Background: an optimization exercise with open tools, aiming at small area, a short achievable clock period and few clock cycles. Do not read the settings as production practice.
Only simulation tests tie the RTL to the original design; equivalence was not proved.

==> tundra <==
==> flow/design.v (excerpt) <==
module MDC(clk, rst_n, in_valid, in_data, in_mode, out_valid, out_data);
==> flow/config.mk <==
export PLATFORM = sky130hd
export DESIGN_NAME = MDC
export DESIGN_NICKNAME = MDC
export VERILOG_FILES = /design/flow/design.v
export SDC_FILE = /design/flow/constraint.sdc
export NUM_CORES = 4
export LEC_CHECK = 0
export CAP_MARGIN = 20
export CORE_MARGIN = 2
export CORE_UTILIZATION = 45
export SLEW_MARGIN = 20
==> flow/constraint.sdc <==
create_clock -name core_clock -period 11.0 [get_ports {clk}]
set_input_delay 2.2000 -clock core_clock [delete_from_list [all_inputs] [get_ports {clk}]]
set_output_delay 2.2000 -clock core_clock [all_outputs]
set_load 0.01 [all_outputs]
standard.sh (not shown) runs the stock make flow with config.mk's settings and CLKGATE_MAP_FILE= SYNTH_SCRIPT=/design/flow/synth_recipe.tcl, a recipe that flattens the netlist after the stock synthesis.
==> flow/flow/run.sh <==
#!/bin/bash
set -euo pipefail
bash standard.sh SETUP_SLACK_MARGIN=7 TNS_END_PERCENT=25 \
  "BUFFER_PORTS_ARGS=-buffer_cell sky130_fd_sc_hd__buf_2" finish > standard.log 2>&1
==> inputs of harbor, as changes to tundra <==
- SLEW_MARGIN: 20 -> 60
==> inputs of onyx, as changes to tundra <==
==> flow/flow/run.sh (replaced) <==
#!/bin/bash
set -euo pipefail
bash standard.sh SETUP_SLACK_MARGIN=6.75 TNS_END_PERCENT=25 \
  "BUFFER_PORTS_ARGS=-buffer_cell sky130_fd_sc_hd__buf_2" finish > standard.log 2>&1
- SLEW_MARGIN: 20 -> 60
==> metrics.yaml <==
layout:
  fillers: 10722
  nets: 5930
  final_cell_mix: "inv_1 (519), nand2_1 (517), a22oi_1 (471), edfxtp_1 (367), fa_1 (353)"
  clkbuf_count: 113
  clkCellAreaFrac_pct: 4.83
critical_path:
  crit_end: "out_data[74]"
  rr_worst_depth: 10
drt:
  dr.first_iter.drc_count: 9030
clock_network:
  cts_buffers: 83
  clkTransAtPathRegs_ns: 0.06
  cts_resized: 22
sta:
  period_share_pct: 39.2
run_status:
  outcome: "finished clean"
(the above is from harbor)
==> metrics.yaml <==
drt:
  met3_length_um: 34800
  dr.first_iter.drc_count: 8773
layout:
  nets: 5905
  clkCellAreaFrac_pct: 4.91
  clkbuf_count: 107
  final_cell_mix: "inv_1 (522), nand2_1 (509), a22oi_1 (471), edfxtp_1 (367), fa_1 (353)"
sta:
  period_share_pct: 42.6
clock_network:
  cts_resized: 64
  cts_buffers: 85
critical_path:
  rr_worst_depth: 9
run_status:
  outcome: "finished clean"
(the above is from tundra)
==> metrics.yaml <==
critical_path:
  crit_end: "out_data[131]"
  rr_worst_depth: 10
layout:
  final_cell_mix: "nand2_1 (525), inv_1 (522), a22oi_1 (471), edfxtp_1 (367), fa_1 (353)"
sta:
  period_share_pct: 39.9
clock_network:
  clkTransAtPathRegs_ns: 0.07
  cts_resized: 10
  cts_buffers: 89
run_status:
  outcome: "finished clean"
(the above is from onyx)
Testbench counts of tundra, summed over its fixed seeds: cycles 33,619.
Testbench counts of harbor, summed over its fixed seeds: cycles 33,619.
Testbench counts of onyx, summed over its fixed seeds: cycles 33,619.

========
==> inputs of trial 39 <==
MDC, a different RTL version from the one above (not shown whole).
==> flow/config.mk <==
export PLATFORM = sky130hd
export DESIGN_NAME = MDC
export DESIGN_NICKNAME = MDC
export VERILOG_FILES = /design/flow/design.v
export SDC_FILE = /design/flow/constraint.sdc
export NUM_CORES = 4
export LEC_CHECK = 0
export CAP_MARGIN = 20
export CORE_MARGIN = 2
export CORE_UTILIZATION = 45
export SLEW_MARGIN = 20
==> flow/constraint.sdc <==
create_clock -name core_clock -period 11.0 [get_ports {clk}]
set_input_delay 2.2000 -clock core_clock [delete_from_list [all_inputs] [get_ports {clk}]]
set_output_delay 2.2000 -clock core_clock [all_outputs]
set_load 0.01 [all_outputs]
==> flow/flow/run.sh <==
#!/bin/bash
set -euo pipefail
bash standard.sh SETUP_SLACK_MARGIN=7 TNS_END_PERCENT=25 \
  "BUFFER_PORTS_ARGS=-buffer_cell sky130_fd_sc_hd__buf_2" finish > standard.log 2>&1
==> build 36: changes against trial 39 <==
--- a/flow/design.v
+++ b/flow/design.v
@@ -99,66 +99,44 @@
 wire [3:0] msyn;
 assign msyn[0] = mw[1]^mw[3]^mw[5]^mw[7]^mw[9];
 assign msyn[1] = mw[2]^mw[3]^mw[6]^mw[7];
 assign msyn[2] = mw[4]^mw[5]^mw[6]^mw[7];
 assign msyn[3] = mw[8]^mw[9];
 wire md4 = mw[3] ^ (msyn == 4'd3);
 wire md1 = mw[7] ^ (msyn == 4'd7);
 reg [4:0] cyc;
-reg [7:0] oe2, oe3, oe4;
+reg oe2, oe3, oe4;    
 reg [1:0] mode;       
 wire m4 = mode[1];
 wire m3 = ~mode[1] & mode[0];
 wire m2 = ~mode[0];
 always @(posedge clk or negedge rst_n) begin
   if (!rst_n) begin
-    cyc <= 5'd0; out_valid <= 1'b0; oe2 <= 8'd0; oe3 <= 8'd0; oe4 <= 8'd0;
+    cyc <= 5'd0; out_valid <= 1'b0; oe2 <= 1'b0; oe3 <= 1'b0; oe4 <= 1'b0;
   end else begin
     if (cyc == 5'd0) cyc <= in_valid ? 5'd1 : 5'd0;
     else if ((cyc == 5'd18 && !m4) || cyc == 5'd19) cyc <= 5'd0;
     else cyc <= cyc + 5'd1;
     out_valid <= (cyc == 5'd17 && !m4) || (cyc == 5'd18 && m4);
-    oe2[0] <= (cyc == 5'd17) && m2;
-    oe3[0] <= (cyc == 5'd17) && m3;
-    oe4[0] <= (cyc == 5'd18) && m4;
-    oe2[1] <= ((cyc & 5'd1) == 5'd1) && ((cyc & 5'd30) == 5'd16) && m2;
-    oe3[1] <= ((cyc & 5'd1) == 5'd1) && ((cyc & 5'd30) == 5'd16) && m3;
-    oe4[1] <= ((cyc & 5'd1) == 5'd0) && ((cyc & 5'd30) == 5'd18) && m4;
-    oe2[2] <= ((cyc & 5'd2) == 5'd0) && ((cyc & 5'd29) == 5'd17) && m2;
-    oe3[2] <= ((cyc & 5'd2) == 5'd0) && ((cyc & 5'd29) == 5'd17) && m3;
-    oe4[2] <= ((cyc & 5'd2) == 5'd2) && ((cyc & 5'd29) == 5'd16) && m4;
-    oe2[3] <= ((cyc & 5'd3) == 5'd1) && ((cyc & 5'd28) == 5'd16) && m2;
-    oe3[3] <= ((cyc & 5'd3) == 5'd1) && ((cyc & 5'd28) == 5'd16) && m3;
-    oe4[3] <= ((cyc & 5'd3) == 5'd2) && ((cyc & 5'd28) == 5'd16) && m4;
-    oe2[4] <= ((cyc & 5'd4) == 5'd0) && ((cyc & 5'd27) == 5'd17) && m2;
-    oe3[4] <= ((cyc & 5'd4) == 5'd0) && ((cyc & 5'd27) == 5'd17) && m3;
-    oe4[4] <= ((cyc & 5'd4) == 5'd0) && ((cyc & 5'd27) == 5'd18) && m4;
-    oe2[5] <= ((cyc & 5'd5) == 5'd1) && ((cyc & 5'd26) == 5'd16) && m2;
-    oe3[5] <= ((cyc & 5'd5) == 5'd1) && ((cyc & 5'd26) == 5'd16) && m3;
-    oe4[5] <= ((cyc & 5'd5) == 5'd0) && ((cyc & 5'd26) == 5'd18) && m4;
-    oe2[6] <= ((cyc & 5'd6) == 5'd0) && ((cyc & 5'd25) == 5'd17) && m2;
-    oe3[6] <= ((cyc & 5'd6) == 5'd0) && ((cyc & 5'd25) == 5'd17) && m3;
-    oe4[6] <= ((cyc & 5'd6) == 5'd2) && ((cyc & 5'd25) == 5'd16) && m4;
-    oe2[7] <= ((cyc & 5'd7) == 5'd1) && ((cyc & 5'd24) == 5'd16) && m2;
-    oe3[7] <= ((cyc & 5'd7) == 5'd1) && ((cyc & 5'd24) == 5'd16) && m3;
-    oe4[7] <= ((cyc & 5'd7) == 5'd2) && ((cyc & 5'd24) == 5'd16) && m4;
+    oe2 <= cyc == 5'd17 && m2;
+    oe3 <= cyc == 5'd17 && m3;
+    oe4 <= cyc == 5'd18 && m4;
   end
 end
 reg signed [10:0] xd;    
 always @(posedge clk) begin
   if (in_valid && cyc == 5'd0) mode <= {md4, md1};
   xd <= din;
 end
-wire [4:0] pc = cyc - 5'd1;
 reg signed [10:0] e0 [0:3];
 reg signed [10:0] e1 [0:3];
 always @(posedge clk) begin
-  if ((pc[4:2] == 3'd0 && cyc != 5'd0) || (pc[4:2] == 3'd2 && m2)) e0[pc[1:0]] <= xd;
-  if (pc[4:2] == 3'd1 || (pc[4:2] == 3'd2 && m4)) e1[pc[1:0]] <= xd;
+  if (in_valid && (cyc[4:2] == 3'd0 || (cyc[4:2] == 3'd2 && m2))) e0[cyc[1:0]] <= din;
+  if (in_valid && (cyc[4:2] == 3'd1 || (cyc[4:2] == 3'd2 && m4))) e1[cyc[1:0]] <= din;
 end
 reg [21:0] m01;
 reg [21:0] m02;
 reg [21:0] m03;
 reg [21:0] m12;
 reg [21:0] m13;
 reg [21:0] m23;
 reg [32:0] b0;
@@ -1237,18 +1215,17 @@
   ({22{U2_bs_e12}} & {{11{e1[2][10]}}, e1[2]}) |
   ({22{U2_bs_e13}} & {{11{e1[3][10]}}, e1[3]}) |
   ({22{U2_bs_fU1m12}} & U1_Y[21:0]) |
   ({22{U2_bs_fU1m13}} & U1_Y[21:0]) |
   ({22{U2_bs_fU2m23}} & U2_Y[21:0]) |
   ({22{U2_bs_m01}} & m01) |
   ({22{U2_bs_m03}} & m03) |
   ({22{U2_bs_m12}} & m12) |
-  ({22{U2_bs_m13}} & m13) |
-  ({22{U2_bs_xd}} & {{11{xd[10]}}, xd});
+  ({22{U2_bs_m13}} & m13);
 wire [32:0] U2_ca =
   ({33{U2_cf_U2}} & U2_S);
 wire [32:0] U2_cb =
   ({33{U2_cf_U2}} & U2_C);
 wire [22:0] U2_pp0;
 wire [23:0] U2_Bx0 = {U2_B[21], U2_B, 1'b0};
 generate for (gi = 0; gi <= 22; gi = gi + 1) begin : g_U2_pp0
   assign U2_pp0[gi] = ((U2_one[0] & U2_Bx0[gi+1]) | (U2_two[0] & U2_Bx0[gi])) ^ U2_neg[0];
@@ -1706,17 +1683,16 @@
 reg U2_bs_e13;
 reg U2_bs_fU1m12;
 reg U2_bs_fU1m13;
 reg U2_bs_fU2m23;
 reg U2_bs_m01;
 reg U2_bs_m03;
 reg U2_bs_m12;
 reg U2_bs_m13;
-reg U2_bs_xd;
 reg U2_cf_U2;
 reg we_m01_U0_m01;
 reg we_m02_U0_m02;
 reg we_m02_U1_m02;
 reg we_m03_U0_m03;
 reg we_m03_U2_m03;
 reg we_m12_U1_m12;
 reg we_m13_U1_m13;
@@ -1907,31 +1883,31 @@
       (cyc == 5'd4 && m4) ||
       (cyc == 5'd5 && m4) ||
       (cyc == 5'd9 && m4);
   U2_bs_e02 <= (cyc == 5'd6 && m2) ||
       (cyc == 5'd14 && m2) ||
       (cyc == 5'd6 && m4);
   U2_bs_e03 <= (cyc == 5'd5 && m2) ||
       (cyc == 5'd13 && m2) ||
+      (cyc == 5'd3 && m4) ||
       (cyc == 5'd4 && m4) ||
       (cyc == 5'd5 && m4);
   U2_bs_e12 <= (cyc == 5'd10 && m2) ||
       (cyc == 5'd10 && m3);
   U2_bs_e13 <= (cyc == 5'd9 && m2) ||
       (cyc == 5'd8 && m3) ||
       (cyc == 5'd9 && m3);
   U2_bs_fU1m12 <= (cyc == 5'd11 && m3);
   U2_bs_fU1m13 <= (cyc == 5'd8 && m4);
   U2_bs_fU2m23 <= (cyc == 5'd12 && m3);
   U2_bs_m01 <= (cyc == 5'd10 && m4);
   U2_bs_m03 <= (cyc == 5'd9 && m4);
   U2_bs_m12 <= (cyc == 5'd14 && m3);
   U2_bs_m13 <= (cyc == 5'd13 && m3);
-  U2_bs_xd <= (cyc == 5'd3 && m4);
   U2_cf_U2 <= (cyc == 5'd7 && m2) ||
       (cyc == 5'd11 && m2) ||
       (cyc == 5'd15 && m2) ||
       (cyc == 5'd11 && m3) ||
       (cyc == 5'd14 && m3) ||
       (cyc == 5'd15 && m3) ||
       (cyc == 5'd7 && m4) ||
       (cyc == 5'd10 && m4) ||
@@ -2009,17 +1985,10 @@
       (cyc == 5'd16 && m4) ||
       (cyc == 5'd17 && m4);
 end
 function [22:0] sx23(input [21:0] v); sx23 = {v[21], v}; endfunction
 function [50:0] sx51(input [32:0] v); sx51 = {{18{v[32]}}, v}; endfunction
 wire [206:0] o2 = {sx23(m01[21:0]), sx23(m12[21:0]), sx23(m23[21:0]), sx23(m02[21:0]), sx23(m13[21:0]), sx23(m03[21:0]), sx23(b0[21:0]), sx23(b1[21:0]), sx23(b2[21:0])};
 wire [206:0] o3 = {3'b000, sx51(b0), sx51(b3), sx51(b1), sx51(b2)};
 wire [206:0] o4 = {{161{det[45]}}, det};
-assign out_data[24:0] = ({25{oe2[0]}} & o2[24:0]) | ({25{oe3[0]}} & o3[24:0]) | ({25{oe4[0]}} & o4[24:0]);
-assign out_data[50:25] = ({26{oe2[1]}} & o2[50:25]) | ({26{oe3[1]}} & o3[50:25]) | ({26{oe4[1]}} & o4[50:25]);
-assign out_data[76:51] = ({26{oe2[2]}} & o2[76:51]) | ({26{oe3[2]}} & o3[76:51]) | ({26{oe4[2]}} & o4[76:51]);
-assign out_data[102:77] = ({26{oe2[3]}} & o2[102:77]) | ({26{oe3[3]}} & o3[102:77]) | ({26{oe4[3]}} & o4[102:77]);
-assign out_data[128:103] = ({26{oe2[4]}} & o2[128:103]) | ({26{oe3[4]}} & o3[128:103]) | ({26{oe4[4]}} & o4[128:103]);
-assign out_data[154:129] = ({26{oe2[5]}} & o2[154:129]) | ({26{oe3[5]}} & o3[154:129]) | ({26{oe4[5]}} & o4[154:129]);
-assign out_data[180:155] = ({26{oe2[6]}} & o2[180:155]) | ({26{oe3[6]}} & o3[180:155]) | ({26{oe4[6]}} & o4[180:155]);
-assign out_data[206:181] = ({26{oe2[7]}} & o2[206:181]) | ({26{oe3[7]}} & o3[206:181]) | ({26{oe4[7]}} & o4[206:181]);
+assign out_data = ({207{oe2}} & o2) | ({207{oe3}} & o3) | ({207{oe4}} & o4);
 endmodule
==> flow/run.sh (new file) <==
#!/bin/bash
# synth_recipe.tcl (not shown) runs the flow's synth.tcl, then flattens the netlist and writes it again
# the make line also repeats each setting of config.mk as NAME=value (left out here)
make -C /OpenROAD-flow-scripts/flow DESIGN_CONFIG=/design/flow/config.mk WORK_HOME=/design/flow/orfs CLKGATE_MAP_FILE= SYNTH_SCRIPT=/design/flow/synth_recipe.tcl finish
removed: flow/flow/run.sh
removed: flow/standard.sh
==> build 65: changes against trial 39 <==
--- a/flow/design.v
+++ b/flow/design.v
@@ -99,66 +99,44 @@
 wire [3:0] msyn;
 assign msyn[0] = mw[1]^mw[3]^mw[5]^mw[7]^mw[9];
 assign msyn[1] = mw[2]^mw[3]^mw[6]^mw[7];
 assign msyn[2] = mw[4]^mw[5]^mw[6]^mw[7];
 assign msyn[3] = mw[8]^mw[9];
 wire md4 = mw[3] ^ (msyn == 4'd3);
 wire md1 = mw[7] ^ (msyn == 4'd7);
 reg [4:0] cyc;
-reg [7:0] oe2, oe3, oe4;
+reg oe2, oe3, oe4;    
 reg [1:0] mode;       
 wire m4 = mode[1];
 wire m3 = ~mode[1] & mode[0];
 wire m2 = ~mode[0];
 always @(posedge clk or negedge rst_n) begin
   if (!rst_n) begin
-    cyc <= 5'd0; out_valid <= 1'b0; oe2 <= 8'd0; oe3 <= 8'd0; oe4 <= 8'd0;
+    cyc <= 5'd0; out_valid <= 1'b0; oe2 <= 1'b0; oe3 <= 1'b0; oe4 <= 1'b0;
   end else begin
     if (cyc == 5'd0) cyc <= in_valid ? 5'd1 : 5'd0;
     else if ((cyc == 5'd18 && !m4) || cyc == 5'd19) cyc <= 5'd0;
     else cyc <= cyc + 5'd1;
     out_valid <= (cyc == 5'd17 && !m4) || (cyc == 5'd18 && m4);
-    oe2[0] <= (cyc == 5'd17) && m2;
-    oe3[0] <= (cyc == 5'd17) && m3;
-    oe4[0] <= (cyc == 5'd18) && m4;
-    oe2[1] <= ((cyc & 5'd1) == 5'd1) && ((cyc & 5'd30) == 5'd16) && m2;
-    oe3[1] <= ((cyc & 5'd1) == 5'd1) && ((cyc & 5'd30) == 5'd16) && m3;
-    oe4[1] <= ((cyc & 5'd1) == 5'd0) && ((cyc & 5'd30) == 5'd18) && m4;
-    oe2[2] <= ((cyc & 5'd2) == 5'd0) && ((cyc & 5'd29) == 5'd17) && m2;
-    oe3[2] <= ((cyc & 5'd2) == 5'd0) && ((cyc & 5'd29) == 5'd17) && m3;
-    oe4[2] <= ((cyc & 5'd2) == 5'd2) && ((cyc & 5'd29) == 5'd16) && m4;
-    oe2[3] <= ((cyc & 5'd3) == 5'd1) && ((cyc & 5'd28) == 5'd16) && m2;
-    oe3[3] <= ((cyc & 5'd3) == 5'd1) && ((cyc & 5'd28) == 5'd16) && m3;
-    oe4[3] <= ((cyc & 5'd3) == 5'd2) && ((cyc & 5'd28) == 5'd16) && m4;
-    oe2[4] <= ((cyc & 5'd4) == 5'd0) && ((cyc & 5'd27) == 5'd17) && m2;
-    oe3[4] <= ((cyc & 5'd4) == 5'd0) && ((cyc & 5'd27) == 5'd17) && m3;
-    oe4[4] <= ((cyc & 5'd4) == 5'd0) && ((cyc & 5'd27) == 5'd18) && m4;
-    oe2[5] <= ((cyc & 5'd5) == 5'd1) && ((cyc & 5'd26) == 5'd16) && m2;
-    oe3[5] <= ((cyc & 5'd5) == 5'd1) && ((cyc & 5'd26) == 5'd16) && m3;
-    oe4[5] <= ((cyc & 5'd5) == 5'd0) && ((cyc & 5'd26) == 5'd18) && m4;
-    oe2[6] <= ((cyc & 5'd6) == 5'd0) && ((cyc & 5'd25) == 5'd17) && m2;
-    oe3[6] <= ((cyc & 5'd6) == 5'd0) && ((cyc & 5'd25) == 5'd17) && m3;
-    oe4[6] <= ((cyc & 5'd6) == 5'd2) && ((cyc & 5'd25) == 5'd16) && m4;
-    oe2[7] <= ((cyc & 5'd7) == 5'd1) && ((cyc & 5'd24) == 5'd16) && m2;
-    oe3[7] <= ((cyc & 5'd7) == 5'd1) && ((cyc & 5'd24) == 5'd16) && m3;
-    oe4[7] <= ((cyc & 5'd7) == 5'd2) && ((cyc & 5'd24) == 5'd16) && m4;
+    oe2 <= cyc == 5'd17 && m2;
+    oe3 <= cyc == 5'd17 && m3;
+    oe4 <= cyc == 5'd18 && m4;
   end
 end
 reg signed [10:0] xd;    
 always @(posedge clk) begin
   if (in_valid && cyc == 5'd0) mode <= {md4, md1};
   xd <= din;
 end
-wire [4:0] pc = cyc - 5'd1;
 reg signed [10:0] e0 [0:3];
 reg signed [10:0] e1 [0:3];
 always @(posedge clk) begin
-  if ((pc[4:2] == 3'd0 && cyc != 5'd0) || (pc[4:2] == 3'd2 && m2)) e0[pc[1:0]] <= xd;
-  if (pc[4:2] == 3'd1 || (pc[4:2] == 3'd2 && m4)) e1[pc[1:0]] <= xd;
+  if (in_valid && (cyc[4:2] == 3'd0 || (cyc[4:2] == 3'd2 && m2))) e0[cyc[1:0]] <= din;
+  if (in_valid && (cyc[4:2] == 3'd1 || (cyc[4:2] == 3'd2 && m4))) e1[cyc[1:0]] <= din;
 end
 reg [21:0] m01;
 reg [21:0] m02;
 reg [21:0] m03;
 reg [21:0] m12;
 reg [21:0] m13;
 reg [21:0] m23;
 reg [32:0] b0;
@@ -1237,18 +1215,17 @@
   ({22{U2_bs_e12}} & {{11{e1[2][10]}}, e1[2]}) |
   ({22{U2_bs_e13}} & {{11{e1[3][10]}}, e1[3]}) |
   ({22{U2_bs_fU1m12}} & U1_Y[21:0]) |
   ({22{U2_bs_fU1m13}} & U1_Y[21:0]) |
   ({22{U2_bs_fU2m23}} & U2_Y[21:0]) |
   ({22{U2_bs_m01}} & m01) |
   ({22{U2_bs_m03}} & m03) |
   ({22{U2_bs_m12}} & m12) |
-  ({22{U2_bs_m13}} & m13) |
-  ({22{U2_bs_xd}} & {{11{xd[10]}}, xd});
+  ({22{U2_bs_m13}} & m13);
 wire [32:0] U2_ca =
   ({33{U2_cf_U2}} & U2_S);
 wire [32:0] U2_cb =
   ({33{U2_cf_U2}} & U2_C);
 wire [22:0] U2_pp0;
 wire [23:0] U2_Bx0 = {U2_B[21], U2_B, 1'b0};
 generate for (gi = 0; gi <= 22; gi = gi + 1) begin : g_U2_pp0
   assign U2_pp0[gi] = ((U2_one[0] & U2_Bx0[gi+1]) | (U2_two[0] & U2_Bx0[gi])) ^ U2_neg[0];
@@ -1706,17 +1683,16 @@
 reg U2_bs_e13;
 reg U2_bs_fU1m12;
 reg U2_bs_fU1m13;
 reg U2_bs_fU2m23;
 reg U2_bs_m01;
 reg U2_bs_m03;
 reg U2_bs_m12;
 reg U2_bs_m13;
-reg U2_bs_xd;
 reg U2_cf_U2;
 reg we_m01_U0_m01;
 reg we_m02_U0_m02;
 reg we_m02_U1_m02;
 reg we_m03_U0_m03;
 reg we_m03_U2_m03;
 reg we_m12_U1_m12;
 reg we_m13_U1_m13;
@@ -1907,31 +1883,31 @@
       (cyc == 5'd4 && m4) ||
       (cyc == 5'd5 && m4) ||
       (cyc == 5'd9 && m4);
   U2_bs_e02 <= (cyc == 5'd6 && m2) ||
       (cyc == 5'd14 && m2) ||
       (cyc == 5'd6 && m4);
   U2_bs_e03 <= (cyc == 5'd5 && m2) ||
       (cyc == 5'd13 && m2) ||
+      (cyc == 5'd3 && m4) ||
       (cyc == 5'd4 && m4) ||
       (cyc == 5'd5 && m4);
   U2_bs_e12 <= (cyc == 5'd10 && m2) ||
       (cyc == 5'd10 && m3);
   U2_bs_e13 <= (cyc == 5'd9 && m2) ||
       (cyc == 5'd8 && m3) ||
       (cyc == 5'd9 && m3);
   U2_bs_fU1m12 <= (cyc == 5'd11 && m3);
   U2_bs_fU1m13 <= (cyc == 5'd8 && m4);
   U2_bs_fU2m23 <= (cyc == 5'd12 && m3);
   U2_bs_m01 <= (cyc == 5'd10 && m4);
   U2_bs_m03 <= (cyc == 5'd9 && m4);
   U2_bs_m12 <= (cyc == 5'd14 && m3);
   U2_bs_m13 <= (cyc == 5'd13 && m3);
-  U2_bs_xd <= (cyc == 5'd3 && m4);
   U2_cf_U2 <= (cyc == 5'd7 && m2) ||
       (cyc == 5'd11 && m2) ||
       (cyc == 5'd15 && m2) ||
       (cyc == 5'd11 && m3) ||
       (cyc == 5'd14 && m3) ||
       (cyc == 5'd15 && m3) ||
       (cyc == 5'd7 && m4) ||
       (cyc == 5'd10 && m4) ||
@@ -2009,17 +1985,10 @@
       (cyc == 5'd16 && m4) ||
       (cyc == 5'd17 && m4);
 end
 function [22:0] sx23(input [21:0] v); sx23 = {v[21], v}; endfunction
 function [50:0] sx51(input [32:0] v); sx51 = {{18{v[32]}}, v}; endfunction
 wire [206:0] o2 = {sx23(m01[21:0]), sx23(m12[21:0]), sx23(m23[21:0]), sx23(m02[21:0]), sx23(m13[21:0]), sx23(m03[21:0]), sx23(b0[21:0]), sx23(b1[21:0]), sx23(b2[21:0])};
 wire [206:0] o3 = {3'b000, sx51(b0), sx51(b3), sx51(b1), sx51(b2)};
 wire [206:0] o4 = {{161{det[45]}}, det};
-assign out_data[24:0] = ({25{oe2[0]}} & o2[24:0]) | ({25{oe3[0]}} & o3[24:0]) | ({25{oe4[0]}} & o4[24:0]);
-assign out_data[50:25] = ({26{oe2[1]}} & o2[50:25]) | ({26{oe3[1]}} & o3[50:25]) | ({26{oe4[1]}} & o4[50:25]);
-assign out_data[76:51] = ({26{oe2[2]}} & o2[76:51]) | ({26{oe3[2]}} & o3[76:51]) | ({26{oe4[2]}} & o4[76:51]);
-assign out_data[102:77] = ({26{oe2[3]}} & o2[102:77]) | ({26{oe3[3]}} & o3[102:77]) | ({26{oe4[3]}} & o4[102:77]);
-assign out_data[128:103] = ({26{oe2[4]}} & o2[128:103]) | ({26{oe3[4]}} & o3[128:103]) | ({26{oe4[4]}} & o4[128:103]);
-assign out_data[154:129] = ({26{oe2[5]}} & o2[154:129]) | ({26{oe3[5]}} & o3[154:129]) | ({26{oe4[5]}} & o4[154:129]);
-assign out_data[180:155] = ({26{oe2[6]}} & o2[180:155]) | ({26{oe3[6]}} & o3[180:155]) | ({26{oe4[6]}} & o4[180:155]);
-assign out_data[206:181] = ({26{oe2[7]}} & o2[206:181]) | ({26{oe3[7]}} & o3[206:181]) | ({26{oe4[7]}} & o4[206:181]);
+assign out_data = ({207{oe2}} & o2) | ({207{oe3}} & o3) | ({207{oe4}} & o4);
 endmodule
==> flow/flow/run.sh (replaced) <==
#!/bin/bash
# The standard layout (the standard.sh: unchanged synthesis, floorplan, placement, CTS,
# routing), with timing repair aiming below the design's period: SETUP_SLACK_MARGIN asks
# repair_timing for that much positive slack at the design's clock period.
set -euo pipefail
bash standard.sh SETUP_SLACK_MARGIN=7 finish > standard.log 2>&1
==> results_dict.tcl <==
set metrics [dict create \
    synth_commonest_cells "inv_1, a22oi_1, nand2_1" \
    place_inst 7531 \
    ys_types 79 \
    multi_input_area_share_pct 51.66 \
    rr_endpoint "U0_B[6]$_DFF_P_" \
    clkCellAreaFrac_pct 4.866 \
    grt_pass1_vias 49850 \
    yosysSeqAreaShare_pct 33.35 \
    fin_nets 6839 \
    outcome "finished clean" \
    drt_wl_total_um 266100 \
    seq_share_pct 28.15 \
    worstPathMaxFanout 5 \
    cts_num_sinks 796 \
    timing.critical_path.to "out_data[58]" \
    crit_buf_inv 7 \
    avgSynthCellArea_sq_um 9.999 \
    seq_area_sq_um 19690 \
]
Source of the figures above: build 65

==> results_dict.tcl <==
set metrics [dict create \
    timing.critical_path.to "out_data[32]" \
    rr_endpoint "b3[27]$_DFFE_PP_" \
    place_inst 7541 \
    seq_area_sq_um 19690 \
    worstPathMaxFanout 58 \
    yosysSeqAreaShare_pct 33.35 \
    fin_nets 6632 \
    multi_input_area_share_pct 52.99 \
    crit_buf_inv 2 \
    ys_types 79 \
    seq_share_pct 29.84 \
    outcome "finished clean" \
    clkCellAreaFrac_pct 4.800 \
]
Source of the figures above: build 36

==> results_dict.tcl <==
set metrics [dict create \
    outcome "finished clean" \
    critPathKind "flip-flop to output port" \
    grt_pass1_vias 49650 \
    fin_crit_ns 4.546 \
    yosysSeqAreaShare_pct 33.85 \
    seq_area_sq_um 20270 \
    synth_commonest_cells "inv_1, a22oi_1, nand2_1" \
    crit_buf_inv 2 \
    cts_num_sinks 818 \
    seq_share_pct 30.28 \
    area_growth_pct 12.17 \
    timing.critical_path.to "out_data[25]" \
    multi_input_area_share_pct 53.03 \
    avgSynthCellArea_sq_um 9.990 \
    fin_nets 6771 \
    place_inst 7626 \
    drt_wl_total_um 267100 \
    clkCellAreaFrac_pct 4.917 \
]
Source of the figures above: trial 39

Testbench counts of trial 39, summed over its fixed seeds: cycles 30,937.
Testbench counts of build 36, summed over its fixed seeds: cycles 30,937.
Testbench counts of build 65, summed over its fixed seeds: cycles 30,937.

separate check: timing with driven ports:
In the flow no input, the clock included, has a driving cell. The finished layouts below were timed again as built, in two steps.
Step 1 assumes that a clkbuf_16 drives the clock port and a buf_2 every other input.
Step 2 moves the port delays by t, midway between the first and last clock arrival at a register: inputs arrive t later, outputs are due t later. That takes back most of the time a late clock gives input paths.
Slacks: no drivers / after step 1 / after step 2; pairs: no drivers / after step 1.
run	shift t [ns]	setup WS [ns]	worst hold slack (ns)
tundra	0.803	6.319 / 6.237 / 6.359	0.511 / 0.511 / 0.511
harbor	0.786	6.692 / 6.611 / 6.324	0.521 / 0.521 / 0.521
onyx	0.775	6.612 / 6.537 / 6.370	0.525 / 0.525 / 0.525
trial 39	0.795	6.454 / 6.368 / 6.272	0.472 / 0.472 / 0.472
build 36	0.813	4.732 / 4.649 / 5.409	0.475 / 0.475 / 0.475
build 65	0.800	6.200 / 6.122 / 6.127	0.469 / 0.469 / 0.469
After both steps setup and hold are still met in every run listed. The setup slack of harbor, which loses most, moves by -0.081 ns with the drivers and by -0.368 ns with both steps.
